What follows belongs to an exercise in optimizing a design on an open flow for small area, a short achievable clock period and few clock cycles per item; a production flow would make more cautious choices.
Where RTL was checked, it was by simulation tests only, not by an equivalence proof against the original.
Only the layout flow was run in runs 1 to 4 and 7; the RTL was not checked for function there.

==> flow/design.v <==
module speck_round #(
    parameter W = 32
)(
    input  wire [W-1:0] x_in,    
    input  wire [W-1:0] y_in,    
    input  wire [W-1:0] k_in,    
    output wire [W-1:0] x_out,
    output wire [W-1:0] y_out
);
    wire [W-1:0] sum;
    speck_add #(.W(W)) u_add (.a({x_in[7:0], x_in[W-1:8]}), .b(y_in), .ci(1'b0), .s(sum));
    assign x_out = sum ^ k_in;
    assign y_out = {y_in[W-4:0], y_in[W-1:W-3]} ^ x_out;
endmodule
module speck_add #(
    parameter W = 32
)(
    input  wire [W-1:0] a,
    input  wire [W-1:0] b,
    input  wire         ci,
    output wire [W-1:0] s
);
    reg [W-1:0] g, p;
    integer i, l, j;
    always @* begin
        g = a & b;
        p = a ^ b;
        g[0] = g[0] | (p[0] & ci);
        for (l = 0; (1 << l) < W; l = l + 1)
            for (i = W - 1; i >= 0; i = i - 1)
                if ((i >> l) & 1) begin
                    j = ((i >> l) << l) - 1;
                    g[i] = g[i] | (p[i] & g[j]);
                    p[i] = p[i] & p[j];
                end
    end
    assign s = a ^ b ^ {g[W-2:0], ci};
endmodule
module speck_round_inverse #(
    parameter W = 32
)(
    input  wire [W-1:0] x_in,
    input  wire [W-1:0] y_in,
    input  wire [W-1:0] k_in,
    output wire [W-1:0] x_out,
    output wire [W-1:0] y_out
);
    wire [W-1:0] t = x_in ^ y_in;
    wire [W-1:0] y_temp = {t[2:0], t[W-1:3]};
    wire [W-1:0] diff;
    speck_add #(.W(W)) u_sub (.a(x_in ^ k_in), .b(~y_temp), .ci(1'b1), .s(diff));
    assign x_out = {diff[W-9:0], diff[W-1:W-8]};
    assign y_out = y_temp;
endmodule
module speck64_core (
    input  wire          clk,
    input  wire          rst,           
    output wire          ready,
    input  wire          key_load,
    input  wire [127:0]  key_in,        
    input  wire          blk_start,
    input  wire          blk_dec,
    input  wire [63:0]   blk_in,        
    output reg           blk_done,
    output wire [63:0]   blk_out
);
    reg  [4:0]   ph;        
    reg          nokey;     
    reg          run;       
    reg          expand;    
    reg          dec;       
    reg  [63:0]  dat;       
    reg  [63:0]  res;       
    reg  [127:0] ka, kb;
    reg  last;              
    wire [31:0] x = dat[63:32];
    wire [31:0] y = dat[31:0];
    wire [31:0] xf, yf, xi, yi;
    wire [31:0] af_l, af_k, bi_l, bi_k;
    wire [4:0]  ph_b = 5'd25 - ph;
    speck_round         u_dat_f (.x_in(x), .y_in(y), .k_in(ka[31:0]), .x_out(xf), .y_out(yf));
    speck_round_inverse u_dat_i (.x_in(x), .y_in(y), .k_in(kb[31:0]), .x_out(xi), .y_out(yi));
    speck_round         u_key_f (.x_in(ka[63:32]), .y_in(ka[31:0]), .k_in({27'd0, ph}),
                                 .x_out(af_l), .y_out(af_k));
    speck_round_inverse u_key_i (.x_in(kb[127:96]), .y_in(kb[31:0]), .k_in({27'd0, ph_b}),
                                 .x_out(bi_l), .y_out(bi_k));
    assign ready   = last;
    assign blk_out = res;
    always @(posedge clk or posedge rst) begin
        if (rst) begin
            ph       <= 5'd26;
            last     <= 1'b1;
            nokey    <= 1'b1;
            run      <= 1'b0;
            expand   <= 1'b0;
            blk_done <= 1'b0;
        end else begin
            blk_done <= run && last;
            if (last && nokey && !key_load) begin
                run    <= 1'b0;
                expand <= 1'b0;
            end else if (last) begin
                ph     <= 5'd0;
                last   <= 1'b0;
                nokey  <= 1'b0;
                run    <= blk_start;
                expand <= key_load;
            end else begin
                ph     <= ph + 5'd1;
                last   <= (ph == 5'd25);
            end
        end
    end
    always @(posedge clk) begin
        res <= dec ? {xi, yi} : {xf, yf};
        if (last) begin
            dec <= blk_dec;
            dat <= blk_in;
        end else begin
            dat <= dec ? {xi, yi} : {xf, yf};
        end
        if (last) begin
            ka <= key_load ? key_in : kb;
            kb <= ka;
        end else begin
            ka <= {af_l, ka[127:64], af_k};
            if (!expand)
                kb <= {kb[95:32], bi_l, bi_k};
            else if (ph == 5'd0)
                kb <= ka;
        end
    end
endmodule
==> flow/flow/run.sh <==
#!/bin/bash
# The standard layout, with the port buffers made from the smallest buffer
# (buf_1) instead of the one buffer_ports picks by default.
set -euo pipefail
export BUFFER_PORTS_ARGS="-buffer_cell sky130_fd_sc_hd__buf_1"
bash standard.sh > standard_flow.log 2>&1
==> flow/standard.sh <==
#!/bin/bash
# synth_recipe.tcl (not shown) runs the flow's synth.tcl, then flattens the netlist and writes it again
# the make line also repeats each setting of config.mk as NAME=value (left out here)
make -C /OpenROAD-flow-scripts/flow DESIGN_CONFIG=/design/flow/config.mk WORK_HOME=/design/flow/orfs CLKGATE_MAP_FILE= SYNTH_SCRIPT=/design/flow/synth_recipe.tcl "${@:-finish}"
==> flow/config.mk <==
export PLATFORM = sky130hd
export DESIGN_NAME = speck64_core
export DESIGN_NICKNAME = speck64_core
export VERILOG_FILES = /design/flow/design.v
export SDC_FILE = /design/flow/constraint.sdc
export NUM_CORES = 4
export LEC_CHECK = 0
export CAP_MARGIN = 20
export CORE_MARGIN = 2
export CORE_UTILIZATION = 40
export SETUP_SLACK_MARGIN = 3.6
export SLEW_MARGIN = 20
==> flow/constraint.sdc <==
create_clock -name core_clock -period 7.0 [get_ports {clk}]
set_input_delay 1.4000 -clock core_clock [delete_from_list [all_inputs] [get_ports {clk}]]
set_output_delay 1.4000 -clock core_clock [all_outputs]
set_load 0.01 [all_outputs]
==> results of run 1 <==
path summary, 6_finish.rpt:
path	startpoint	to	cells past startpoint
worst max-delay path	kb[0]	dat[35]	14
worst min-delay path	ka[101]	ka[69]	2
worst max register to register	kb[0]	dat[35]	14
worst min register to register	ka[101]	ka[69]	2
max in group asynchronous	rst	ph[2]	2
min in group asynchronous	rst	ph[0]	2
repair_timing:
action | CTS | global route
pin swaps | 30 | 53
setup endpoints to repair | 86 | 90
buffers inserted | 17 | 32
hold buffers | 0 | 0
resized for setup | 35 | 89
layout make-up:
type,count,area (sq um)
fillers,5074,27900
multi-input cells,1659,12500
flip-flops and latches,395,9280
repair buffers,320,1520
clock buffers,68,1380
well taps,696,871
inverters,64,240
clock inverters,14,171
diodes,1,2.50
metrics by stage:
step / instance area [sq um] / hold slack [ps] / setup WS, ps
finish: 25900 / 470 / 3430
global route: 25900 / 495 / 3310
CTS: 25300 / 465 / 3470
detailed placement: 23500 / 467 / 3170
global placement: 23500 / 459 / 3240
floorplan: 21900 / 451 / 1820
critical path: stages, from the launching register on:
cell and delay (ps):
edfxtp_1 430, xnor2_2 150, ha_2 180, inv_2 40
fa_2 330, a21o_1 170, a21o_1 200, a211oi_4 340
o211ai_1 230, a41oi_4 270, nor2_1 90, a21oi_1 180
xor2_1 360, a21oi_2 120, mux2_4 320
metal layers:
metal | GRT usage [%] | up-vias | part of all wire [%]
met5 | 0 | - | 0
met4 | 8.48 | 0 | 3.3
met3 | 3.55 | 110 | 5.6
met2 | 40.5 | 515 | 45
met1 | 34.3 | 8252 | 46
li1 | - | 8194 | -
logic make-up after synthesis:
kind of cell	count (synthesis)
buffers and inverters	159
xor gates and xnor gates	302
adders and majority gates	144
muxes	215
DFF	395
AOI/OAI and AO/OA	430
and+or+nand+nor	568
sequential cells by signal, summed over array words and instances, names as in the netlist:
signal	count
ka	128
expand	1
res	64
dat	64
last	1
ph	5
blk_done	1
kb	128
dec	1
nokey	1
run	1
cells in the final DEF (no fill, tap or decap), types with 47 or more instances in the layout:
| cell type | n |
|---|---|
| xnor2_1 | 175 |
| o21ai_0 | 107 |
| dfxtp_1 | 239 |
| edfxtp_1 | 129 |
| mux2i_1 | 121 |
| buf_4 | 47 |
| mux2_2 | 83 |
| a21oi_1 | 161 |
| inv_1 | 62 |
| buf_1 | 261 |
| ha_1 | 118 |
| nand2_1 | 323 |
| xor2_1 | 101 |
| nor2_1 | 153 |
| clkbuf_16 | 48 |
==> results by group, run 1 <==
Outcome
  • Status: complete, no violations

Detailed routing
  • DR pass1 iterations: 5
  • Via count: roughly 17k
  • Routed wire length: slightly above 70 mm
  • Initial DRC Count: 1120
  • DR DRC count: 0
  • Mean number of vias per cell: about 5.3
  • Post-route ant nets: 0
  • Routed length per placed instance: between 20 and 25 microns

Yosys
  • Synth area leaders: dfxtp_1, edfxtp_1, xnor2_1, ha_1, mux2i_1
  • Area fraction of the dominant cell type after synthesis: a little under a quarter
  • Warnings from Yosys: 2
  • Mapped Area: roughly 0.022 sq mm
  • Gate count of the mapped netlist: ~2.2k
  • Largest family of logic cells by synthesized area: XOR/XNOR gates
  • Compound-Gate Fraction of Synth Area: roughly an eighth
  • Syn_nets: approximately 2.6k
  • Top cell types by occurrence after synthesis: nand2_1, dfxtp_1, xnor2_1, a21oi_1, nor2_1
  • Synth cell types: 76
  • Ys async rst share: under 10%
  • Most frequent cell after synthesis: nand2_1
  • Main flop type after synthesis: dfxtp_1
  • Avg Synthesized Cell Area: roughly 9.9 sq um
  • Post-synth EDFFs: roughly 130
  • Post-Synth XOR/XNOR Area: around an eighth
  • #FFs+latches synth: 395
  • Area leader, netlist: dfxtp_1
  • Seq/Total Area, Yosys: 42.4%
  • Adder-cell area share of the yosys netlist: 8.95%
  • Simple-gate share of the synthesized area: 10.8%
  • Mux cell area share after synthesis: around a tenth

Floorplan
  • Std-Cell Rows: 85
  • Die area: between 0.05 and 0.06 sq mm
  • # IOs: roughly 260
  • Initial Util: between 40% and 50%
  • Die W: around 240 microns
  • Die Y: approximately 240 microns
  • Core area: approximately 0.054 sq mm

Worst setup path
  • Max Fanout on Critical Path: 4
  • Worst Setup End Kind: flop
  • Crit start category: flop
  • Arr. time, crit path: roughly 4000 ps
  • Crit path kind: reg -> reg
  • Reg2Reg Setup Slack: 3430 ps
  • Critical Path RT: ~7500 ps

Timing
  • RSZ-0062 raised after global routing: true
  • Slew HR: between 10 and 15%
  • Slew Viols, Final: 0
  • Final period utilization: about half
  • Fmax: ~280 MHz
  • Final Setup Violations: 0
  • Final Hold Viols: 0
  • Period minus WS final: 3570 ps
  • Final Skew: 15.4 ps
  • Setup TNS: 0 ps
  • Worst-margin pin slew: roughly 1300 ps

Clocking
  • CTS tree: yes
  • CTS Root Cell: clkbuf_16
  • Num CTS Buffers: 45
  • Max Buffers Root-to-Sink: 3
  • Num Clock Sinks: ~400
  • Worst-skew pair later-pin latency: 590 ps
  • Clk pin slew, worst setup/hold paths: roughly 60 ps
  • H-tree levels: 2

Global routing
  • First-pass GRT wire length: between 100 and 150 mm
  • Gr ovfl total: 0
  • GRT Util Overall: 25.0%
  • Largest net degree at the start of global routing: 203
  • Initial antenna violation count: 1
  • Vias in the first global route: roughly 17k

Run
  • Max Cap Viol: 0

Final layout
  • Layout cells sized above 1: ~14%
  • Synthesis-to-finish area growth: 18.9%
  • Total Nets Final: ~2.8k
  • Core Util, Final: about half
  • Cell Count, Final, Fillers Out: approximately 3.2k

Hold path
  • HP Class: reg -> reg

Place
  • GPL Wtd Cong: roughly 0.96
  • Placed Cells: 3085
  • Buffers on Ports: about 260
  • Detail Placement HPWL: ~54 mm
==> run 2: changes to the inputs <==
--- a/flow/config.mk
+++ b/flow/config.mk
@@ -8,5 +8,6 @@
 export CAP_MARGIN = 20
 export CORE_MARGIN = 2
 export CORE_UTILIZATION = 40
+export CTS_BUF_LIST = sky130_fd_sc_hd__clkbuf_4 sky130_fd_sc_hd__clkbuf_8
 export SETUP_SLACK_MARGIN = 3.6
 export SLEW_MARGIN = 20
==> run 2 against run 1 <==
  * Worst setup slack better by 20 ps
  * Global-route usage is 0.32 points higher
  * Routed wire length is 1.2% higher
  * Highest routed layer unchanged
==> results by group, run 2 <==
Timing
  • Final period utilization: 50.7% (was 51.0%)
  • Final Setup Violations: 0 (unchanged)
  • Slew HR: 26.9% (was 14.7%)
  • RSZ-0062 raised after global routing: true (unchanged)
  • Worst-margin pin slew: 1100 ps (was 1280 ps)
  • Fmax: 282 MHz (was 280 MHz)
  • Final Skew: 30.0 ps (was 15.4 ps)
  • Final Hold Viols: 0 (unchanged)
  • Slew Viols, Final: 0 (unchanged)
  • Setup TNS: 0 ps (unchanged)
  • Period minus WS final: 3550 ps (was 3570 ps)
  • Final hold slack: 466 ps (was 470 ps)

Place
  • Detail Placement HPWL: 54.0 mm (unchanged)
  • Placed Cells: 3085 (unchanged)
  • GPL Wtd Cong: 0.960 (unchanged)
  • Buffers on Ports: 262 (unchanged)

Worst setup path
  • Critical path capture point: dat[34] (was dat[35])
  • Max Fanout on Critical Path: 5 (was 4)
  • Arr. time, crit path: 4100 ps (was 4030 ps)
  • Worst reg-to-reg path cell count: 12 (was 14)
  • Reg2Reg Setup Slack: 3450 ps (was 3430 ps)
  • Crit path kind: reg -> reg (unchanged)
  • Worst Setup End Kind: flop (unchanged)
  • Worst Setup SP: kb[17] (was kb[0])
  • RR Endpoint: dat[34] (was dat[35])
  • Critical Path RT: 7550 ps (was 7460 ps)
  • R2r startpoint: kb[17] (was kb[0])
  • Crit start category: flop (unchanged)

Yosys
  • Avg Synthesized Cell Area: 9.85 sq um (unchanged)
  • Mapped Area: 0.0218 sq mm (unchanged)
  • Ys async rst share: 2.53% (unchanged)
  • Most frequent cell after synthesis: nand2_1 (unchanged)
  • Top cell types by occurrence after synthesis: nand2_1, dfxtp_1, xnor2_1, a21oi_1, nor2_1 (unchanged)
  • Adder-cell area share of the yosys netlist: 8.95% (unchanged)
  • Syn_nets: 2554 (unchanged)
  • Mux cell area share after synthesis: 10.4% (unchanged)
  • Synth cell types: 76 (unchanged)
  • Simple-gate share of the synthesized area: 10.8% (unchanged)
  • Post-synth EDFFs: 129 (unchanged)
  • Synth area leaders: dfxtp_1, edfxtp_1, xnor2_1, ha_1, mux2i_1 (unchanged)
  • Area leader, netlist: dfxtp_1 (unchanged)
  • #FFs+latches synth: 395 (unchanged)
  • Post-Synth XOR/XNOR Area: 12.6% (unchanged)
  • Seq/Total Area, Yosys: 42.4% (unchanged)
  • Gate count of the mapped netlist: 2213 (unchanged)
  • Area fraction of the dominant cell type after synthesis: 23.5% (unchanged)
  • Warnings from Yosys: 2 (unchanged)
  • Compound-Gate Fraction of Synth Area: 12.0% (unchanged)
  • Largest family of logic cells by synthesized area: XOR/XNOR gates (unchanged)
  • Main flop type after synthesis: dfxtp_1 (unchanged)

Final layout
  • Most frequent cells in the layout: nand2_1, buf_1, dfxtp_1 (unchanged)
  • Regs by FF count: ka: 128 flops, kb: 128 flops (unchanged)
  • Total Nets Final: 2854 (was 2826)
  • # diodes: 0 (was 1)
  • Synthesis-to-finish area growth: 19.2% (was 18.9%)
  • Layout cells sized above 1: 15.8% (was 13.5%)
  • Core Util, Final: 48.3% (was 48.2%)
  • Most common cell after layout, fill and taps aside: nand2_1 (unchanged)
  • Cell Count, Final, Fillers Out: 3268 (was 3217)

Clocking
  • Num Clock Sinks: 395 (unchanged)
  • Max Buffers Root-to-Sink: 3 (unchanged)
  • CTS Root Cell: clkbuf_8 (was clkbuf_16)
  • Num CTS Buffers: 73 (was 45)
  • Worst-skew pair later-pin latency: 660 ps (was 590 ps)
  • H-tree levels: 3 (was 2)
  • Clk pin slew, worst setup/hold paths: 60 ps (about the same)
  • # hold bufs at CTS: 0 (unchanged)
  • CTS tree: yes (unchanged)

Detailed routing
  • DR pass1 iterations: 5 (unchanged)
  • Routed length per placed instance: 22.1 microns (was 22.2 microns)
  • Via count: 17.3k (was 17.1k)
  • Mean number of vias per cell: 5.30 (was 5.31)
  • Initial DRC Count: 1246 (was 1120)
  • DR DRC count: 0 (unchanged)
  • Routed wire length: 72.3 mm (was 71.4 mm)
  • Post-route ant nets: 0 (unchanged)

Floorplan
  • Core area: 0.0538 sq mm (unchanged)
  • Std-Cell Rows: 85 (unchanged)
  • # IOs: 263 (unchanged)
  • Die area: 0.0564 sq mm (unchanged)
  • Die W: 237 microns (unchanged)
  • Initial Util: 40.5% (unchanged)
  • Die Y: 237 microns (unchanged)

Global routing
  • Largest net degree at the start of global routing: 203 (unchanged)
  • Vias in the first global route: 17.3k (was 17.0k)
  • Gr ovfl total: 0 (unchanged)
  • GRT Util Overall: 25.3% (was 25.0%)
  • First-pass GRT wire length: 107 mm (was 106 mm)
  • Initial antenna violation count: 2 (was 1)

Run
  • Max Cap Viol: 0 (unchanged)

Outcome
  • Status: complete, no violations (unchanged)

Hold path
  • HP Class: reg -> reg (unchanged)
[run 2: cell families (layout without fill, tap and decap cells)]
family | count (synthesis) | count (layout)
AO/OA/AOI/OAI | 430 | 430
XOR/XNOR | 302 | 302
adder cells (fa/ha/maj) | 144 | 144
buffers and inverters | 159 | 518
flip-flops | 395 | 395
multiplexers | 215 | 215
AND/OR/NAND/NOR | 568 | 568
[run 2: per-layer routing]
layer	vias to the layer above	global-route usage (%)	wire [microns]
met1	8289	34.1	32400
met3	135	4.70	4520
met5	-	0	0
met2	638	40.5	32700
met4	0	9.49	2710
li1	8260	-	-
[run 2: area by class of cell]
| type | count | area (sq um) |
|---|---|---|
| Fill cell | 5074 | 27800 |
| Multi-Input combinational cell | 1659 | 12500 |
| Sequential cell | 395 | 9280 |
| Timing Repair Buffer | 320 | 1510 |
| Clock buffer | 120 | 1480 |
| Tap cell | 696 | 871 |
| Inverter | 64 | 240 |
| Clock inverter | 14 | 110 |
[run 2: worst min-delay path by stage]
| stage | from | endpoint | slack, ps | cells after the start |
|---|---|---|---|---|
| global placement | ka[99] | ka[67] | 460 | 2 |
| finish | ka[107] | ka[75] | 470 | 2 |
| detailed placement | ka[101] | ka[69] | 470 | 2 |
| CTS | ka[107] | ka[75] | 470 | 2 |
| floorplan | ka[64] | ka[32] | 450 | 2 |
| global route | ka[99] | ka[67] | 490 | 2 |
[run 2: worst max-delay path, stage by stage (launching register included)]
cell	delay [ps]
edfxtp_1	510
xor2_1	280
ha_2	360
a21o_1	160
a21o_1	200
a221o_1	330
a31o_1	260
a41oi_4	270
o21bai_1	140
a21oi_1	190
xor2_1	320
mux2i_1	150
mux2_2	290
[run 2: timing repair]
item	in CTS	in global routing
hold endpoints to repair	0	0
gates resized for setup	34	94
pin swaps	30	54
endpoints found under the setup margin	85	86
buffers inserted	16	33
cloned	0	0
[run 2: metrics by stage]
stage               setup slack [ps]  cell area, sq um
finish                          3450             26000
CTS                             3480             25400
global route                    3290             26000
global placement                3240             23500
detailed placement              3170             23500
floorplan                       1820             21900
==> run 3: changes to the inputs <==
--- a/flow/design.v
+++ b/flow/design.v
@@ -65,6 +65,7 @@
     output wire [63:0]   blk_out
 );
     reg  [4:0]   ph;        
+    reg  [4:0]   ph_b;      
     reg          nokey;     
     reg          run;       
     reg          expand;    
@@ -77,7 +78,6 @@
     wire [31:0] y = dat[31:0];
     wire [31:0] xf, yf, xi, yi;
     wire [31:0] af_l, af_k, bi_l, bi_k;
-    wire [4:0]  ph_b = 5'd25 - ph;
     speck_round         u_dat_f (.x_in(x), .y_in(y), .k_in(ka[31:0]), .x_out(xf), .y_out(yf));
     speck_round_inverse u_dat_i (.x_in(x), .y_in(y), .k_in(kb[31:0]), .x_out(xi), .y_out(yi));
     speck_round         u_key_f (.x_in(ka[63:32]), .y_in(ka[31:0]), .k_in({27'd0, ph}),
@@ -89,6 +89,7 @@
     always @(posedge clk or posedge rst) begin
         if (rst) begin
             ph       <= 5'd26;
+            ph_b     <= 5'd31;
             last     <= 1'b1;
             nokey    <= 1'b1;
             run      <= 1'b0;
@@ -101,12 +102,14 @@
                 expand <= 1'b0;
             end else if (last) begin
                 ph     <= 5'd0;
+                ph_b   <= 5'd25;
                 last   <= 1'b0;
                 nokey  <= 1'b0;
                 run    <= blk_start;
                 expand <= key_load;
             end else begin
                 ph     <= ph + 5'd1;
+                ph_b   <= ph_b - 5'd1;
                 last   <= (ph == 5'd25);
             end
         end
--- a/flow/config.mk
+++ b/flow/config.mk
@@ -8,6 +8,5 @@
 export CAP_MARGIN = 20
 export CORE_MARGIN = 2
 export CORE_UTILIZATION = 40
-export CTS_BUF_LIST = sky130_fd_sc_hd__clkbuf_4 sky130_fd_sc_hd__clkbuf_8
 export SETUP_SLACK_MARGIN = 3.6
 export SLEW_MARGIN = 20
==> run 3 against run 2 <==
  * Non-clock buffer count grew 1
  * Global-route usage grew 0.39 points
  * Clock-buffer cell count shrank 48
  * Synthesized cell count grew 3.2%
  * Critical path depth grew 4
  * Clock skew shrank 13 ps
  * Via count grew 1.5%
  * Routed wire length grew 4.0%
  * Worst hold slack is essentially flat
  * Sequential share of layout area grew 0.076 points
  * Final area grew 1.1%
  * Register-to-register slack lost 200 ps
==> results by group, run 3 <==
Yosys
  • Compound-Gate Fraction of Synth Area: 12.5% (was 12.0%)
  • Top cell types by occurrence after synthesis: nand2_1, dfxtp_1, xnor2_1, a21oi_1, nor2_1 (unchanged)
  • Mux cell area share after synthesis: 9.88% (was 10.4%)
  • Area leader, netlist: dfxtp_1 (unchanged)
  • Adder-cell area share of the yosys netlist: 8.79% (was 8.95%)
  • Post-synth EDFFs: 129 (unchanged)
  • Synth area leaders: dfxtp_1, edfxtp_1, xnor2_1, ha_1, nand2_1 (was dfxtp_1, edfxtp_1, xnor2_1, ha_1, mux2i_1)
  • #FFs+latches synth: 400 (was 395)
  • Ys async rst share: 3.75% (was 2.53%)
  • Mapped Area: 0.0222 sq mm (was 0.0218 sq mm)
  • Seq/Total Area, Yosys: 42.3% (was 42.4%)
  • Largest family of logic cells by synthesized area: compound AO/OA/AOI/OAI gates (was XOR/XNOR gates)
  • Most frequent cell after synthesis: nand2_1 (unchanged)
  • Post-Synth XOR/XNOR Area: 12.4% (was 12.6%)
  • Avg Synthesized Cell Area: 9.73 sq um (was 9.85 sq um)
  • Area fraction of the dominant cell type after synthesis: 23.1% (was 23.5%)
  • Gate count of the mapped netlist: 2284 (was 2213)
  • Synth cell types: 75 (was 76)
  • Simple-gate share of the synthesized area: 11.6% (was 10.8%)
  • Warnings from Yosys: 2 (unchanged)
  • Main flop type after synthesis: dfxtp_1 (unchanged)
  • Syn_nets: 2625 (was 2554)

Timing
  • Period minus WS final: 3750 ps (was 3550 ps)
  • Slew HR: 32.3% (was 26.9%)
  • Worst-margin pin slew: 1010 ps (was 1100 ps)
  • Slew Viols, Final: 0 (unchanged)
  • Final Skew: 17.3 ps (was 30.0 ps)
  • RSZ-0062 raised after global routing: true (unchanged)
  • Fmax: 267 MHz (was 282 MHz)
  • Final period utilization: 53.5% (was 50.7%)
  • PnR worst setup slack: 3250 ps (was 3450 ps)
  • Setup TNS: 0 ps (unchanged)
  • Final hold slack: 466 ps (about the same)
  • Final Setup Violations: 0 (unchanged)
  • Final Hold Viols: 0 (unchanged)

Run
  • Max Cap Viol: 0 (unchanged)

Detailed routing
  • DR DRC count: 0 (unchanged)
  • Routed wire length: 75.2 mm (was 72.3 mm)
  • Mean number of vias per cell: 5.26 (was 5.30)
  • Routed length per placed instance: 22.5 microns (was 22.1 microns)
  • DR pass1 iterations: 5 (unchanged)
  • Initial DRC Count: 1234 (was 1246)
  • Via count: 17.6k (was 17.3k)
  • Post-route ant nets: 0 (unchanged)

Final layout
  • Fin area: 0.0263 sq mm (was 0.0260 sq mm)
  • Core Util, Final: 47.8% (was 48.3%)
  • Most frequent cells in the layout: nand2_1, buf_1, dfxtp_1 (unchanged)
  • Most common cell after layout, fill and taps aside: nand2_1 (unchanged)
  • Regs by FF count: ka: 128 flops, kb: 128 flops (unchanged)
  • # diodes: 0 (unchanged)
  • Synthesis-to-finish area growth: 18.3% (was 19.2%)
  • Layout cells sized above 1: 12.9% (was 15.8%)
  • Total Nets Final: 2899 (was 2854)
  • Cell Count, Final, Fillers Out: 3343 (was 3268)

Clocking
  • Worst-skew pair later-pin latency: 590 ps (was 660 ps)
  • CTS Root Cell: clkbuf_16 (was clkbuf_8)
  • Num CTS Buffers: 47 (was 73)
  • Max Buffers Root-to-Sink: 3 (unchanged)
  • CTS tree: yes (unchanged)
  • H-tree levels: 2 (was 3)
  • Num Clock Sinks: 400 (was 395)
  • Clk pin slew, worst setup/hold paths: 60 ps (about the same)

Floorplan
  • Die Y: 240 microns (was 237 microns)
  • Std-Cell Rows: 86 (was 85)
  • Die area: 0.0574 sq mm (was 0.0564 sq mm)
  • # IOs: 263 (unchanged)
  • Core area: 0.0550 sq mm (was 0.0538 sq mm)
  • Die W: 240 microns (was 237 microns)
  • Initial Util: 40.4% (was 40.5%)

Hold path
  • HP Class: reg -> reg (unchanged)
  • Hold Path Stages: 2 (unchanged)
  • Hold Crit Start: ka[105] (was ka[107])
  • Hold EP: ka[73] (was ka[75])

Worst setup path
  • Worst Setup End Kind: flop (unchanged)
  • Reg2Reg Setup Slack: 3250 ps (was 3450 ps)
  • R2r startpoint: ph_b[0] (was kb[17])
  • Max Fanout on Critical Path: 3 (was 5)
  • Crit path kind: reg -> reg (unchanged)
  • Arr. time, crit path: 4040 ps (was 4100 ps)
  • Crit start category: flop (unchanged)
  • RR Endpoint: kb[35] (was dat[34])
  • Worst reg-to-reg path cell count: 16 (was 12)
  • Critical Path RT: 7290 ps (was 7550 ps)

Global routing
  • Gr ovfl total: 0 (unchanged)
  • Initial antenna violation count: 0 (was 2)
  • Largest net degree at the start of global routing: 133 (was 203)
  • GRT Util Overall: 25.7% (was 25.3%)
  • First-pass GRT wire length: 109 mm (was 107 mm)
  • Vias in the first global route: 17.4k (was 17.3k)

Place
  • GPL Wtd Cong: 0.959 (was 0.960)
  • Detail Placement HPWL: 57.4 mm (was 54.0 mm)
  • Buffers on Ports: 262 (unchanged)
  • DP Area: 0.0239 sq mm (was 0.0235 sq mm)
  • Placed Cells: 3210 (was 3085)
  • Setup WS pre-CTS: 3110 ps (was 3170 ps)

Outcome
  • Status: complete, no violations (unchanged)
-- run 3: cell types whose count changed after synthesis, moves of 6 or more --
cell     change
o21ai_0     +20
a21o_1       +7
or2_2        +6
xnor2_1      -6
nand2_1     +12
nand3_1     +12
and3_1       +8
-- run 3: how the worst max path moves through the flow --
stage          startpoint      end  slack [ps]  cells past startpoint
2_1_floorplan       ph[1]    kb[0]        1850                      4
3_3_place_gp        kb[0]  dat[38]        3180                     14
3_5_place_dp       dat[3]  dat[38]        3110                     14
4_1_cts           ph_b[0]   kb[39]        3260                     14
5_1_grt           ph_b[0]   kb[39]        3110                     15
6_report          ph_b[0]   kb[35]        3250                     16
-- run 3: layout make-up --
cell class | instances | area, sq um
clock buffer | 72 | 1400
fill | 5241 | 28700
sequential | 400 | 9400
timing repair buffer | 321 | 1460
inverter | 63 | 236
tap | 748 | 936
clock inverter | 14 | 156
multi-input combinational | 1725 | 12700
-- run 3: kinds of logic (layout without fill, tap and decap cells) --
logic type,Yosys count,count (layout)
xor gates and xnor gates,299,299
AOI/OAI and AO/OA,466,466
DFF,400,400
muxes,208,208
and+or+nand+nor,608,608
buffers and inverters,159,470
adders and majority gates,144,144
-- run 3: timing repair --
action,CTS,global route
setup endpoints to repair,74,62
hold buffers,0,0
buffers inserted,18,29
pin swaps,26,33
gates resized for setup,59,53
-- run 3: worst max-delay path: stages (launching register included) --
cell       delay [ps]
dfstp_2           560
xnor2_2           120
ha_2              200
inv_2              40
fa_2              330
a21o_1            160
a21o_1            220
a2111oi_4         300
buf_4             190
o21ai_4            90
a2111oi_4         400
nor3_2            100
buf_4             160
a21o_1            180
buf_4             140
xnor2_2           140
o21ai_0           120
-- run 3: routing by layer --
| layer | routed length (microns) | vias up | track usage [%] |
|---|---|---|---|
| li1 | - | 8468 | - |
| met1 | 34100 | 8481 | 35.1 |
| met2 | 35100 | 536 | 42.3 |
| met3 | 4030 | 103 | 3.56 |
| met4 | 1970 | 0 | 7.44 |
| met5 | 0 | - | 0 |
==> run 4: changes to the inputs <==
==> flow/flow/run.sh (replaced) <==
#!/bin/bash
# The standard layout, with the port buffers made from the smallest buffer
# (buf_1) instead of the one buffer_ports picks by default, and the clock
# tree built from smaller clock buffers.
set -euo pipefail
export BUFFER_PORTS_ARGS="-buffer_cell sky130_fd_sc_hd__buf_1"
export CTS_ARGS="-sink_clustering_enable -repair_clock_nets -buf_list {sky130_fd_sc_hd__clkbuf_4 sky130_fd_sc_hd__clkbuf_8}"
bash standard.sh > standard_flow.log 2>&1
==> run 4 against run 3 <==
  * Still clean
  * Synthesized cell count unchanged
  * Die area stayed put
  * First-iteration DRC count increased by 9.6%
  * Final area up 0.15%
  * Utilization rose by 0.073 points
  * Global-route usage rose by 0.28 points
  * Synthesized area stayed put
  * Sequential cell count is the same
  * Clock skew increased by 15 ps
  * Critical endpoint is now kb[39]
==> results by group, run 4 <==
Floorplan
  • # IOs: 263 (unchanged)
  • Initial Util: 40.4% (unchanged)
  • Die Y: 240 microns (unchanged)
  • Core area: 0.0550 sq mm (unchanged)
  • Die W: 240 microns (unchanged)
  • Std-Cell Rows: 86 (unchanged)
  • Die area: 0.0574 sq mm (unchanged)

Timing
  • Fmax: 271 MHz (was 267 MHz)
  • Final period utilization: 52.6% (was 53.5%)
  • RSZ-0062 raised after global routing: true (unchanged)
  • PnR worst setup slack: 3320 ps (was 3250 ps)
  • Slew Viols, Final: 0 (unchanged)
  • Setup TNS: 0 ps (unchanged)
  • Slew HR: 30.3% (was 32.3%)
  • Period minus WS final: 3680 ps (was 3750 ps)
  • Final Setup Violations: 0 (unchanged)
  • Final hold slack: 463 ps (was 466 ps)
  • Final Hold Viols: 0 (unchanged)
  • Worst-margin pin slew: 1050 ps (was 1010 ps)
  • Final Skew: 32.0 ps (was 17.3 ps)

Clocking
  • Max Buffers Root-to-Sink: 3 (unchanged)
  • H-tree levels: 3 (was 2)
  • CTS Root Cell: clkbuf_8 (was clkbuf_16)
  • Clk pin slew, worst setup/hold paths: 60 ps (about the same)
  • Num Clock Sinks: 400 (unchanged)
  • # hold bufs at CTS: 0 (unchanged)
  • Num CTS Buffers: 75 (was 47)
  • Worst-skew pair later-pin latency: 680 ps (was 590 ps)
  • CTS tree: yes (unchanged)

Yosys
  • Syn_nets: 2625 (unchanged)
  • #FFs+latches synth: 400 (unchanged)
  • Warnings from Yosys: 2 (unchanged)
  • Synth cell types: 75 (unchanged)
  • Avg Synthesized Cell Area: 9.73 sq um (unchanged)
  • Most frequent cell after synthesis: nand2_1 (unchanged)
  • Mapped Area: 0.0222 sq mm (unchanged)
  • Top cell types by occurrence after synthesis: nand2_1, dfxtp_1, xnor2_1, a21oi_1, nor2_1 (unchanged)
  • Area leader, netlist: dfxtp_1 (unchanged)
  • Area fraction of the dominant cell type after synthesis: 23.1% (unchanged)
  • Post-synth EDFFs: 129 (unchanged)
  • Main flop type after synthesis: dfxtp_1 (unchanged)
  • Gate count of the mapped netlist: 2284 (unchanged)
  • Ys async rst share: 3.75% (unchanged)
  • Seq/Total Area, Yosys: 42.3% (unchanged)
  • Synth area leaders: dfxtp_1, edfxtp_1, xnor2_1, ha_1, nand2_1 (unchanged)

Final layout
  • Layout cells sized above 1: 14.8% (was 12.9%)
  • Regs by FF count: ka: 128 flops, kb: 128 flops (unchanged)
  • Fillers: 5263 (was 5241)
  • Most frequent cells in the layout: nand2_1, buf_1, dfxtp_1 (unchanged)
  • Synthesis-to-finish area growth: 18.5% (was 18.3%)
  • Core Util, Final: 47.9% (was 47.8%)
  • Most common cell after layout, fill and taps aside: nand2_1 (unchanged)
  • Total Nets Final: 2923 (was 2899)

Worst setup path
  • Worst path slowest cell: dfstp_2 (unchanged)
  • CP max stage delay: 560 ps (about the same)
  • Crit start category: flop (unchanged)
  • Reg2Reg Setup Slack: 3320 ps (was 3250 ps)
  • Arr. time, crit path: 4080 ps (was 4040 ps)
  • Worst Setup End Kind: flop (unchanged)
  • Crit path kind: reg -> reg (unchanged)
  • Max Fanout on Critical Path: 3 (unchanged)
  • Worst Setup SP: ph_b[0] (unchanged)
  • R2r startpoint: ph_b[0] (unchanged)
  • Worst path cell trace: xnor2_2 > ha_2 > inv_2 > fa_2 > a21o_1 > a21o_1 > a2111oi_4 > buf_4 > o21ai_4 > a2111oi_4 > nor3_2 > a211o_1 > o31ai_2 > xnor2_1 > o21ai_1 (was xnor2_2 > ha_2 > inv_2 > fa_2 > a21o_1 > a21o_1 > a2111oi_4 > buf_4 > o21ai_4 > a2111oi_4 > nor3_2 > buf_4 > a21o_1 > buf_4 > xnor2_2 > o21ai_0)
  • Crit path buffers/inverters: 2 (was 4)
  • Critical Path RT: 7390 ps (was 7290 ps)
  • CP delay by family, top: compound AO/OA/AOI/OAI gates (unchanged)

Run
  • Max Cap Viol: 0 (unchanged)

Detailed routing
  • Initial DRC Count: 1353 (was 1234)
  • DR pass1 iterations: 5 (unchanged)
  • Routed wire length: 75.8 mm (was 75.2 mm)
  • Via count: 17.8k (was 17.6k)
  • Routed length per placed instance: 22.4 microns (was 22.5 microns)
  • Mean number of vias per cell: 5.25 (was 5.26)
  • Post-route ant nets: 0 (unchanged)
  • DR DRC count: 0 (unchanged)

Hold path
  • HP Class: reg -> reg (unchanged)
  • Hold Crit Start: ka[106] (was ka[105])

Place
  • GPL Wtd Cong: 0.959 (unchanged)
  • Setup WS pre-CTS: 3110 ps (unchanged)
  • Buffers on Ports: 262 (unchanged)
  • Detail Placement HPWL: 57.4 mm (unchanged)

Global routing
  • Gr ovfl total: 0 (unchanged)
  • Vias in the first global route: 17.6k (was 17.4k)
  • Largest net degree at the start of global routing: 133 (unchanged)
  • Initial antenna violation count: 1 (was 0)
  • First-pass GRT wire length: 110 mm (was 109 mm)
  • GRT Util Overall: 26.0% (was 25.7%)

Outcome
  • Status: complete, no violations (unchanged)
==> run 4: tightest hold or removal path, cell delays in order (launching register included) <==
cell and delay [ps]:
dfxtp_1 300, nor2_1 80, a21oi_1 40
==> run 4: area by class of cell <==
| cell class | count | area, sq um | share of cell area [%] |
|---|---|---|---|
| antenna | 1 | 2.50 | 0.00951 |
| clock buffer | 119 | 1480 | 5.63 |
| clock inverter | 15 | 159 | 0.604 |
| inverter | 63 | 236 | 0.899 |
| multi-input combinational | 1725 | 12700 | 48.1 |
| sequential | 400 | 9400 | 35.7 |
| tap | 748 | 936 | 3.56 |
| timing repair buffer | 317 | 1440 | 5.48 |
==> run 4: worst paths after layout <==
path | to | cells after the start
worst max register to register | kb[39] | 15
min in group asynchronous | expand | 2
worst max-delay path | kb[39] | 15
worst min-delay path | ka[74] | 2
worst min register to register | ka[74] | 2
max in group asynchronous | ph[2] | 2
==> run 4: logic make-up after synthesis <==
family | count (synthesis) | synth area share [%]
buffers and inverters | 159 | 2.69
muxes | 208 | 9.88
xor gates and xnor gates | 299 | 12.4
DFF | 400 | 42.3
and+or+nand+nor | 608 | 11.6
AOI/OAI and AO/OA | 466 | 12.5
adders and majority gates | 144 | 8.79
==> run 4: timing repair <==
item                                    in CTS  in global routing
gates resized for setup                     56                 49
buffers inserted                            19                 24
endpoints found under the setup margin      68                 72
pin swaps                                   25                 35
==> run 4: per-stage QoR <==
stage               std cells  instance area, sq um
finish                   3388                 26300
floorplan                2284                 22300
global placement         3210                 23900
CTS                      3363                 26000
global route             3387                 26300
detailed placement       3210                 23900
==> run 4: per-layer routing <==
| metal | GRT usage, % | routed length, microns |
|---|---|---|
| met2 | 42.7 | 35400 |
| met5 | 0 | 0 |
| met4 | 7.58 | 1810 |
| met1 | 35.7 | 34200 |
| met3 | 3.41 | 4320 |
==> run 5: changes to the inputs <==
--- a/flow/design.v
+++ b/flow/design.v
@@ -88,8 +88,6 @@
     assign blk_out = res;
     always @(posedge clk or posedge rst) begin
         if (rst) begin
-            ph       <= 5'd26;
-            ph_b     <= 5'd31;
             last     <= 1'b1;
             nokey    <= 1'b1;
             run      <= 1'b0;
@@ -101,17 +99,22 @@
                 run    <= 1'b0;
                 expand <= 1'b0;
             end else if (last) begin
-                ph     <= 5'd0;
-                ph_b   <= 5'd25;
                 last   <= 1'b0;
                 nokey  <= 1'b0;
                 run    <= blk_start;
                 expand <= key_load;
             end else begin
-                ph     <= ph + 5'd1;
-                ph_b   <= ph_b - 5'd1;
                 last   <= (ph == 5'd25);
             end
+        end
+    end
+    always @(posedge clk) begin
+        if (last) begin
+            ph   <= 5'd0;
+            ph_b <= 5'd25;
+        end else begin
+            ph   <= ph + 5'd1;
+            ph_b <= ph_b - 5'd1;
         end
     end
     always @(posedge clk) begin
==> flow/flow/run.sh (replaced) <==
#!/bin/bash
# The standard layout, with the port buffers made from the smallest buffer
# (buf_1) instead of the one buffer_ports picks by default.
set -euo pipefail
export BUFFER_PORTS_ARGS="-buffer_cell sky130_fd_sc_hd__buf_1"
bash standard.sh > standard_flow.log 2>&1
--- a/flow/config.mk
+++ b/flow/config.mk
@@ -8,5 +8,5 @@
 export CAP_MARGIN = 20
 export CORE_MARGIN = 2
 export CORE_UTILIZATION = 40
-export SETUP_SLACK_MARGIN = 3.6
+export SETUP_SLACK_MARGIN = 4.2
 export SLEW_MARGIN = 20
==> run 5 against run 4 <==
  * Worst setup slack improved by 140 ps
  * Sequential cell count did not move
  * Utilization rose by 3.7 points
  * Global-route usage rose by 0.075 points
  * Critical endpoint is now dat[55]
  * Synthesized cell count fell by 1.1%
  * Highest routed layer unchanged
  * Sequential share of layout area fell by 2.5 points
==> results by group, run 5 <==
Detailed routing
  • Post-route ant nets: 0 (unchanged)
  • Via count: 18.2k (was 17.8k)
  • Mean number of vias per cell: 5.43 (was 5.25)
  • Routed length per placed instance: 23.0 microns (was 22.4 microns)
  • DR pass1 iterations: 5 (unchanged)
  • DR DRC count: 0 (unchanged)
  • Routed wire length: 77.2 mm (was 75.8 mm)
  • Initial DRC Count: 1404 (was 1353)

Worst setup path
  • Worst Setup End Kind: flop (unchanged)
  • Crit path kind: reg -> reg (unchanged)
  • Arr. time, crit path: 4030 ps (was 4080 ps)
  • Crit start category: flop (unchanged)
  • Max Fanout on Critical Path: 3 (unchanged)
  • Critical Path RT: 7480 ps (was 7390 ps)
  • Worst reg-to-reg path cell count: 13 (was 15)

Clocking
  • H-tree levels: 2 (was 3)
  • # hold bufs at CTS: 0 (unchanged)
  • Max Buffers Root-to-Sink: 3 (unchanged)
  • CTS tree: yes (unchanged)
  • Worst-skew pair later-pin latency: 600 ps (was 680 ps)
  • Num CTS Buffers: 47 (was 75)
  • CTS Root Cell: clkbuf_16 (was clkbuf_8)
  • Clk pin slew, worst setup/hold paths: 60 ps (about the same)
  • Num Clock Sinks: 400 (unchanged)

Final layout
  • Total Nets Final: 2947 (was 2923)
  • Fin area: 0.0283 sq mm (was 0.0263 sq mm)
  • Synthesis-to-finish area growth: 27.7% (was 18.5%)
  • Most common cell after layout, fill and taps aside: nand2_1 (unchanged)
  • Core Util, Final: 51.5% (was 47.9%)
  • Regs by FF count: ka: 128 flops, kb: 128 flops (unchanged)
  • Cell Count, Final, Fillers Out: 3349 (was 3388)
  • Most frequent cells in the layout: nand2_1, buf_1, dfxtp_1 (unchanged)
  • Layout cells sized above 1: 21.6% (was 14.8%)
  • # diodes: 0 (was 1)

Yosys
  • Synth cell types: 74 (was 75)
  • Mapped Area: 0.0221 sq mm (was 0.0222 sq mm)
  • Warnings from Yosys: 2 (unchanged)
  • Ys async rst share: 1.25% (was 3.75%)
  • #FFs+latches synth: 400 (unchanged)
  • Main flop type after synthesis: dfxtp_1 (unchanged)
  • Top cell types by occurrence after synthesis: nand2_1, dfxtp_1, xnor2_1, a21oi_1, nor2_1 (unchanged)
  • Area fraction of the dominant cell type after synthesis: 24.0% (was 23.1%)
  • Avg Synthesized Cell Area: 9.81 sq um (was 9.73 sq um)
  • Gate count of the mapped netlist: 2258 (was 2284)
  • Most frequent cell after synthesis: nand2_1 (unchanged)
  • Compound-Gate Fraction of Synth Area: 11.9% (was 12.5%)
  • Simple-gate share of the synthesized area: 11.2% (was 11.6%)
  • Adder-cell area share of the yosys netlist: 8.81% (was 8.79%)
  • Syn_nets: 2599 (was 2625)
  • Post-synth EDFFs: 129 (unchanged)
  • Mux cell area share after synthesis: 10.4% (was 9.88%)
  • Seq/Total Area, Yosys: 42.1% (was 42.3%)
  • Area leader, netlist: dfxtp_1 (unchanged)
  • Post-Synth XOR/XNOR Area: 12.9% (was 12.4%)
  • Largest family of logic cells by synthesized area: XOR/XNOR gates (was compound AO/OA/AOI/OAI gates)
  • Synth area leaders: dfxtp_1, edfxtp_1, xnor2_1, ha_1, mux2i_1 (was dfxtp_1, edfxtp_1, xnor2_1, ha_1, nand2_1)

Global routing
  • First-pass GRT wire length: 111 mm (was 110 mm)
  • GRT Util Overall: 26.1% (was 26.0%)
  • Vias in the first global route: 17.6k (about the same)
  • Gr ovfl total: 0 (unchanged)
  • Initial antenna violation count: 2 (was 1)
  • Largest net degree at the start of global routing: 133 (unchanged)

Hold path
  • HP Class: reg -> reg (unchanged)
  • Hold Path Stages: 1 (was 2)

Floorplan
  • # IOs: 263 (unchanged)
  • Die W: 239 microns (was 240 microns)
  • Std-Cell Rows: 86 (unchanged)
  • Die Y: 239 microns (was 240 microns)
  • Die area: 0.0573 sq mm (was 0.0574 sq mm)
  • Core area: 0.0549 sq mm (was 0.0550 sq mm)
  • Initial Util: 40.4% (about the same)

Outcome
  • Status: complete, no violations (unchanged)

Place
  • Detail Placement HPWL: 56.2 mm (was 57.4 mm)
  • GPL Wtd Cong: 0.937 (was 0.959)
  • DP Area: 0.0240 sq mm (was 0.0239 sq mm)
  • Buffers on Ports: 262 (unchanged)
  • Setup WS pre-CTS: 3300 ps (was 3110 ps)
  • Placed Cells: 3140 (was 3210)

Timing
  • Slew Viols, Final: 0 (unchanged)
  • Setup TNS: 0 ps (unchanged)
  • RSZ-0062 raised after global routing: true (unchanged)
  • Worst-margin pin slew: 1020 ps (was 1050 ps)
  • Period minus WS final: 3550 ps (was 3680 ps)
  • Final Setup Violations: 0 (unchanged)
  • Final hold slack: 451 ps (was 463 ps)
  • Final Hold Viols: 0 (unchanged)
  • PnR worst setup slack: 3450 ps (was 3320 ps)
  • Fmax: 282 MHz (was 271 MHz)
  • Final Skew: 15.0 ps (was 32.0 ps)
  • Final period utilization: 50.7% (was 52.6%)
  • Slew HR: 32.1% (was 30.3%)

Run
  • Max Cap Viol: 0 (unchanged)
-- run 5: changes by cell type after synthesis, moves of 7 or more --
cell,change
clkbuf_1,+8
mux2i_1,+15
dfxtp_1,+10
o21ai_0,-8
xnor2_1,+9
a21o_1,-17
a21oi_1,-7
nand3_1,-8
nand2_1,-7
dfstp_2,-8
buf_1,-12
-- run 5: worst paths after layout --
path | from | to | slack (ps)
max | kb[0] | dat[55] | 3450
min | ph_b[0] | ph_b[0] | 450
max reg2reg | kb[0] | dat[55] | 3450
min reg2reg | ph_b[0] | ph_b[0] | 450
max in group asynchronous | rst | nokey | 6100
min in group asynchronous | rst | expand | 660
-- run 5: kinds of logic after synthesis --
kind of cell / Yosys count
simple gates: 593
compound gates: 442
flops: 400
xor+xnor: 308
mux: 220
buf+inv: 151
fa+ha+maj: 144
-- run 5: area by class of cell --
type	count	area [sq um]
fill	5030	26600
clock buffer	72	1460
clock inverter	16	143
sequential	400	9410
multi-input combinational	1707	14000
timing repair buffer	392	2160
inverter	58	218
tap	704	881
-- run 5: metal layers --
metal | vias up | part of all wire [%] | global-route usage, %
met5 | - | 0 | 0
met4 | 0 | 3.4 | 9.24
met3 | 131 | 5.9 | 3.27
met2 | 608 | 47 | 42.5
met1 | 8917 | 44 | 35.6
li1 | 8533 | - | -
-- run 5: worst max-delay path, stage by stage, from the launching register on --
cell	delay (ps)
edfxtp_1	510
xnor2_2	180
ha_2	200
inv_2	40
fa_2	350
a211oi_2	230
o211ai_1	250
a211oi_2	300
nor2_1	90
or4_4	460
a31oi_4	200
xnor2_2	100
mux2_4	270
mux2_2	260
-- run 5: timing repair --
action / 4_1_cts / 5_1_grt
resized for setup: 195 / 198
pin swaps: 67 / 106
hold endpoints to repair: 0 / 0
buffers inserted: 60 / 60
cloned: 0 / 0
setup endpoints to repair: 456 / 250
Testbench counts of run 5, summed over its fixed seeds: cycles 22,264, blocks 784.
==> run 6: changes to the inputs <==
--- a/flow/config.mk
+++ b/flow/config.mk
@@ -8,5 +8,5 @@
 export CAP_MARGIN = 20
 export CORE_MARGIN = 2
 export CORE_UTILIZATION = 40
-export SETUP_SLACK_MARGIN = 4.2
+export SETUP_SLACK_MARGIN = 3.6
 export SLEW_MARGIN = 20
==> run 6 against run 5 <==
  * Via count is 4.3% lower
  * Still clean on timing, DRC and antenna
  * Utilization decreased by 3.8 points
  * Critical endpoint is now dat[56]
  * Final area is 7.4% lower
  * First-iteration DRC count shrank 6.9%
  * Fmax rose by 4.4%
  * Routed wire length fell by 4.5%
==> results by group, run 6 <==
Timing
  • Period minus WS final: 3400 ps (was 3550 ps)
  • Slew HR: 27.4% (was 32.1%)
  • RSZ-0062 raised after global routing: true (unchanged)
  • PnR worst setup slack: 3600 ps (was 3450 ps)
  • Slew Viols, Final: 0 (unchanged)
  • Final Hold Viols: 0 (unchanged)
  • Final period utilization: 48.5% (was 50.7%)
  • Setup TNS: 0 ps (unchanged)
  • Final Skew: 20.7 ps (was 15.0 ps)
  • Final Setup Violations: 0 (unchanged)
  • Fmax: 294 MHz (was 282 MHz)
  • Worst-margin pin slew: 1090 ps (was 1020 ps)

Yosys
  • #FFs+latches synth: 400 (unchanged)
  • Seq/Total Area, Yosys: 42.1% (unchanged)
  • Synth area leaders: dfxtp_1, edfxtp_1, xnor2_1, ha_1, mux2i_1 (unchanged)
  • Most frequent cell after synthesis: nand2_1 (unchanged)
  • Warnings from Yosys: 2 (unchanged)
  • Main flop type after synthesis: dfxtp_1 (unchanged)
  • Post-synth EDFFs: 129 (unchanged)
  • Area fraction of the dominant cell type after synthesis: 24.0% (unchanged)
  • Top cell types by occurrence after synthesis: nand2_1, dfxtp_1, xnor2_1, a21oi_1, nor2_1 (unchanged)
  • Ys async rst share: 1.25% (unchanged)
  • Synth cell types: 74 (unchanged)
  • Avg Synthesized Cell Area: 9.81 sq um (unchanged)
  • Syn_nets: 2599 (unchanged)
  • Area leader, netlist: dfxtp_1 (unchanged)
  • Gate count of the mapped netlist: 2258 (unchanged)
  • Mapped Area: 0.0221 sq mm (unchanged)

Hold path
  • HP Class: reg -> reg (unchanged)

Final layout
  • Most common cell after layout, fill and taps aside: nand2_1 (unchanged)
  • # diodes: 0 (unchanged)
  • Synthesis-to-finish area growth: 18.3% (was 27.7%)
  • Multi-input gate area in the final layout: 0.0128 sq mm (was 0.0140 sq mm)
  • Most frequent cells in the layout: nand2_1, buf_1, dfxtp_1 (unchanged)
  • Total Nets Final: 2858 (was 2947)
  • Fillers: 5256 (was 5030)
  • Layout cells sized above 1: 12.7% (was 21.6%)
  • FF+latch area: 0.00937 sq mm (was 0.00941 sq mm)
  • Regs by FF count: ka: 128 flops, kb: 128 flops (unchanged)

Place
  • Detail Placement HPWL: 56.4 mm (was 56.2 mm)
  • Setup WS pre-CTS: 2950 ps (was 3300 ps)
  • Buffers on Ports: 262 (unchanged)
  • GPL Wtd Cong: 0.923 (was 0.937)

Clocking
  • Num Clock Sinks: 400 (unchanged)
  • Worst-skew pair later-pin latency: 590 ps (was 600 ps)
  • H-tree levels: 2 (unchanged)
  • Num CTS Buffers: 45 (was 47)
  • Max Buffers Root-to-Sink: 3 (unchanged)
  • Clk pin slew, worst setup/hold paths: 60 ps (about the same)
  • CTS tree: yes (unchanged)
  • CTS Root Cell: clkbuf_16 (unchanged)

Detailed routing
  • DR pass1 iterations: 7 (was 5)
  • Routed length per placed instance: 22.6 microns (was 23.0 microns)
  • Mean number of vias per cell: 5.34 (was 5.43)
  • Post-route ant nets: 0 (unchanged)
  • DR DRC count: 0 (unchanged)
  • Via count: 17.4k (was 18.2k)
  • Initial DRC Count: 1307 (was 1404)
  • Routed wire length: 73.7 mm (was 77.2 mm)

Worst setup path
  • Crit path kind: reg -> reg (unchanged)
  • CP delay by family, top: adder cells (was compound AO/OA/AOI/OAI gates)
  • Worst path cell trace: xnor2_1 > ha_1 > inv_1 > fa_2 > a211oi_4 > o211ai_1 > a221oi_2 > buf_4 > buf_4 > inv_1 > fa_1 > mux2_2 > mux2_2 (was xnor2_2 > ha_2 > inv_2 > fa_2 > a211oi_2 > o211ai_1 > a211oi_2 > nor2_1 > or4_4 > a31oi_4 > xnor2_2 > mux2_4 > mux2_2)
  • Arr. time, crit path: 3870 ps (was 4030 ps)
  • Crit path buffers/inverters: 4 (was 1)
  • Crit start category: flop (unchanged)
  • Critical Path RT: 7470 ps (was 7480 ps)
  • Worst Setup End Kind: flop (unchanged)
  • Worst path slowest cell: fa_1 (was edfxtp_1)
  • Max Fanout on Critical Path: 3 (unchanged)
  • CP max stage delay: 430 ps (was 510 ps)

Floorplan
  • Die W: 239 microns (unchanged)
  • Die Y: 239 microns (unchanged)
  • Die area: 0.0573 sq mm (unchanged)
  • Core area: 0.0549 sq mm (unchanged)
  • Std-Cell Rows: 86 (unchanged)
  • Initial Util: 40.4% (unchanged)
  • # IOs: 263 (unchanged)

Global routing
  • Vias in the first global route: 17.1k (was 17.6k)
  • Gr ovfl total: 0 (unchanged)
  • First-pass GRT wire length: 107 mm (was 111 mm)
  • GRT Util Overall: 25.3% (was 26.1%)
  • Initial antenna violation count: 0 (was 2)
  • Largest net degree at the start of global routing: 129 (was 133)

Run
  • Max Cap Viol: 0 (unchanged)

Outcome
  • Status: complete, no violations (unchanged)
==> run 6: cell counts after synthesis <==
Identical to the previous run, type by type.
==> run 6: cell families after synthesis <==
| group | after synthesis | synth area share [%] |
|---|---|---|
| AO/OA/AOI/OAI | 442 | 11.9 |
| buffers and inverters | 151 | 2.57 |
| AND/OR/NAND/NOR | 593 | 11.2 |
| XOR/XNOR | 308 | 12.9 |
| adder cells (fa/ha/maj) | 144 | 8.81 |
| flip-flops | 400 | 42.1 |
| multiplexers | 220 | 10.4 |
==> run 6: routing by layer <==
metal	track usage (%)	part of all wire [%]	wire, microns
met3	2.86	5.9	4370
met2	42.2	47	34700
met1	34.4	44	32600
met4	7.46	2.7	2020
met5	0	0	0
==> run 6: final timing paths <==
path,start,endpoint,slack (ps),depth (start not counted)
min reg2reg,ph_b[0],ph_b[0],460,1
max reg2reg,kb[0],dat[56],3600,13
max in group asynchronous,rst,last,6080,2
max,kb[0],dat[56],3600,13
min,ph_b[0],ph_b[0],460,1
min in group asynchronous,rst,blk_done,680,2
==> run 6: timing repair <==
item	4_1_cts	5_1_grt
pin swaps	24	35
hold buffers	0	0
setup endpoints to repair	116	81
buffers inserted	23	8
hold endpoints to repair	0	0
resized for setup	59	78
==> run 6: area by class of cell <==
class                      count  area share [%]
clock buffer                  66            5.26
clock inverter                18           0.798
inverter                      58           0.831
multi-input combinational   1707            48.9
sequential                   400            35.8
tap                          704            3.36
timing repair buffer         305            5.10
==> run 6: per-stage QoR <==
stage / instance area, sq um / hold slack, ps / utilization [%] / std cells
after floorplan: 22200 / 408 / - / 2258
after global placement: 23800 / 437 / 43.4 / 3143
after detailed placement: 23800 / 443 / 43.4 / 3143
after CTS: 25800 / 465 / 47.0 / 3250
after global routing: 26200 / 491 / 47.7 / 3258
final: 26200 / 463 / 47.7 / 3258
==> run 7: changes to the inputs <==
--- a/flow/design.v
+++ b/flow/design.v
@@ -20,21 +20,7 @@
     input  wire         ci,
     output wire [W-1:0] s
 );
-    reg [W-1:0] g, p;
-    integer i, l, j;
-    always @* begin
-        g = a & b;
-        p = a ^ b;
-        g[0] = g[0] | (p[0] & ci);
-        for (l = 0; (1 << l) < W; l = l + 1)
-            for (i = W - 1; i >= 0; i = i - 1)
-                if ((i >> l) & 1) begin
-                    j = ((i >> l) << l) - 1;
-                    g[i] = g[i] | (p[i] & g[j]);
-                    p[i] = p[i] & p[j];
-                end
-    end
-    assign s = a ^ b ^ {g[W-2:0], ci};
+    assign s = a + b + ci;
 endmodule
 module speck_round_inverse #(
     parameter W = 32
@@ -65,8 +51,6 @@
     output wire [63:0]   blk_out
 );
     reg  [4:0]   ph;        
-    reg  [4:0]   ph_b;      
-    reg          nokey;     
     reg          run;       
     reg          expand;    
     reg          dec;       
@@ -78,6 +62,7 @@
     wire [31:0] y = dat[31:0];
     wire [31:0] xf, yf, xi, yi;
     wire [31:0] af_l, af_k, bi_l, bi_k;
+    wire [4:0]  ph_b = 5'd25 - ph;
     speck_round         u_dat_f (.x_in(x), .y_in(y), .k_in(ka[31:0]), .x_out(xf), .y_out(yf));
     speck_round_inverse u_dat_i (.x_in(x), .y_in(y), .k_in(kb[31:0]), .x_out(xi), .y_out(yi));
     speck_round         u_key_f (.x_in(ka[63:32]), .y_in(ka[31:0]), .k_in({27'd0, ph}),
@@ -88,33 +73,21 @@
     assign blk_out = res;
     always @(posedge clk or posedge rst) begin
         if (rst) begin
-            last     <= 1'b1;
-            nokey    <= 1'b1;
+            ph       <= 5'd0;
+            last     <= 1'b0;
             run      <= 1'b0;
             expand   <= 1'b0;
             blk_done <= 1'b0;
         end else begin
             blk_done <= run && last;
-            if (last && nokey && !key_load) begin
-                run    <= 1'b0;
-                expand <= 1'b0;
-            end else if (last) begin
-                last   <= 1'b0;
-                nokey  <= 1'b0;
+            last     <= (ph == 5'd25);
+            if (last) begin
+                ph     <= 5'd0;
                 run    <= blk_start;
                 expand <= key_load;
             end else begin
-                last   <= (ph == 5'd25);
+                ph     <= ph + 5'd1;
             end
-        end
-    end
-    always @(posedge clk) begin
-        if (last) begin
-            ph   <= 5'd0;
-            ph_b <= 5'd25;
-        end else begin
-            ph   <= ph + 5'd1;
-            ph_b <= ph_b - 5'd1;
         end
     end
     always @(posedge clk) begin
==> flow/run.sh (new file) <==
#!/bin/bash
# synth_recipe.tcl (not shown) runs the flow's synth.tcl, then flattens the netlist and writes it again
# the make line also repeats each setting of config.mk as NAME=value (left out here)
make -C /OpenROAD-flow-scripts/flow DESIGN_CONFIG=/design/flow/config.mk WORK_HOME=/design/flow/orfs CLKGATE_MAP_FILE= SYNTH_SCRIPT=/design/flow/synth_recipe.tcl finish
removed: flow/flow/run.sh
removed: flow/standard.sh
==> run 7 against run 6 <==
  * Synthesized cell count rose by 13%
  * Worst hold slack improved by 9.8 ps
  * Routed wire length rose by 21%
  * Via count rose by 15%
==> results by group, run 7 <==
Floorplan
  • Die Y: 245 microns (was 239 microns)
  • Die area: 0.0602 sq mm (was 0.0573 sq mm)

Yosys
  • Post-synth EDFFs: 129 (unchanged)
  • Gate count of the mapped netlist: 2542 (was 2258)
  • Avg Synthesized Cell Area: 9.17 sq um (was 9.81 sq um)
  • Syn_nets: 2871 (was 2599)
  • Most frequent cell after synthesis: nand2_1 (unchanged)
  • Synth cell types: 78 (was 74)
  • Top cell types by occurrence after synthesis: nand2_1, dfxtp_1, a21oi_1, nor2_1, xnor2_1 (was nand2_1, dfxtp_1, xnor2_1, a21oi_1, nor2_1)
  • Seq/Total Area, Yosys: 39.6% (was 42.1%)
  • Area leader, netlist: dfxtp_1 (unchanged)

Outcome
  • Status: complete, no violations (unchanged)

Run
  • Max Cap Viol: 0 (unchanged)

Global routing
  • Initial antenna violation count: 2 (was 0)

Place
  • Detail Placement HPWL: 68.4 mm (was 56.4 mm)
  • Buffers on Ports: 262 (unchanged)

Final layout
  • Most common cell after layout, fill and taps aside: nand2_1 (unchanged)
  • Layout cells sized above 1: 12.2% (was 12.7%)
  • Core Util, Final: 50.8% (was 47.7%)

Detailed routing
  • Via count: 20.0k (was 17.4k)
  • DR DRC count: 0 (unchanged)
  • Initial DRC Count: 1438 (was 1307)
  • Routed length per placed instance: 24.7 microns (was 22.6 microns)

Timing
  • Slew HR: 21.7% (was 27.4%)
  • Setup TNS: 0 ps (unchanged)
  • Worst-margin pin slew: 1170 ps (was 1090 ps)

Worst setup path
  • Max Fanout on Critical Path: 32 (was 3)
  • CP delay by family, top: flip-flops (was adder cells)
  • Worst path slowest cell: dfrtp_4 (was fa_1)
  • Crit start category: flop (unchanged)

Clocking
  • Num CTS Buffers: 46 (was 45)
  • CTS tree: yes (unchanged)
  • H-tree levels: 2 (unchanged)
## run 7: path summary, 6_finish.rpt
path | from | end | slack [ps] | cells past startpoint
max in group asynchronous | rst | ph[2] | 5530 | 2
min | ka[85] | ka[53] | 470 | 2
min reg2reg | ka[85] | ka[53] | 470 | 2
max reg2reg | kb[9] | kb[57] | 3650 | 12
max | last | ready | 3640 | 1
min in group asynchronous | rst | ph[4] | 1120 | 2
## run 7: stage by stage
stage	setup slack (ps)	instance area (sq um)	cells	hold slack, ps
finish	3640	29300	3598	473
detailed placement	2770	26600	3463	465
global route	3470	29300	3598	494
floorplan	3660	23300	2542	451
CTS	3590	28700	3577	473
global placement	2700	26600	3463	459
## run 7: metal layers
metal,share of wire [%],track usage [%],up-vias
li1,-,-,9478
met1,45,39.1,9722
met2,47,48.4,669
met4,2.8,7.65,2
met5,0.015,0,-
met3,5.4,3.50,125
## run 7: kinds of logic (layout without fill, tap and decap cells)
| logic type | Yosys count | count (layout) | share of synthesized area (%) |
|---|---|---|---|
| compound gates | 604 | 604 | 15.8 |
| buf+inv | 143 | 433 | 2.31 |
| flops | 394 | 394 | 39.6 |
| simple gates | 748 | 749 | 13.6 |
| fa+ha+maj | 132 | 132 | 7.22 |
| mux | 205 | 205 | 9.21 |
| xor+xnor | 316 | 316 | 12.3 |
## run 7: worst register-to-register path, cell delays in order (launching register included)
cell and delay, ps:
edfxtp_1 540, xnor2_1 330, ha_1 320, o21a_1 210
o21ai_2 220, nand2b_1 190, a41oi_2 270, buf_4 160
nor3_2 40, or3_4 340, a21oi_2 160, xor2_1 220
o21ai_1 80
## run 7: cell type report
| type | count | area (sq um) | area share [%] |
|---|---|---|---|
| multi-input combinational | 2006 | 14300 | 48.9 |
| sequential | 394 | 9240 | 31.5 |
| timing repair buffer | 319 | 3110 | 10.6 |
| clock buffer | 71 | 1410 | 4.80 |
| tap | 765 | 957 | 3.27 |
| clock inverter | 14 | 130 | 0.444 |
| inverter | 29 | 111 | 0.380 |
## run 7: repair_timing
| action | 4_1_cts | 5_1_grt |
|---|---|---|
| gates cloned | 0 | 1 |
| pin swaps | 37 | 53 |
| gates resized for setup | 85 | 90 |
| endpoints found under the setup margin | 71 | 65 |
| buffers inserted | 29 | 20 |

==> re-timing with driven ports <==
Ports are ideal in the flow. The routed layouts listed here were re-timed in OpenROAD.
Step 1: set_driving_cell puts a clkbuf_16 on clk and a buf_2 on each other input, an assumption about the parent block.
Step 2 times the ports against the registers' clock, not the clock port: input delays grow and output delays shrink by t, the midpoint of the rising clock arrivals with the driver on.
a / b / c = ideal / step 1 / step 2; a / b = the first two.
run | t, ns | setup WS [ns] | worst slew at a driven data input, ns
run 1 | 0.641 | 3.431 / 3.431 / 3.431 | 0.05
run 2 | 0.704 | 3.451 / 3.451 / 3.451 | 0.05
run 3 | 0.641 | 3.255 / 3.255 / 3.255 | 0.06
run 4 | 0.723 | 3.316 / 3.316 / 3.316 | 0.06
run 5 | 0.654 | 3.454 / 3.454 / 3.454 | 0.04
run 6 | 0.641 | 3.603 / 3.603 / 3.599 | 0.07
run 7 | 0.648 | 3.644 / 3.584 / 3.648 | 0.07
After both steps setup and hold are still met in every run listed. For run 6, which loses most, drivers alone change the setup slack by 0.000 ns; drivers and shift together by -0.004 ns.
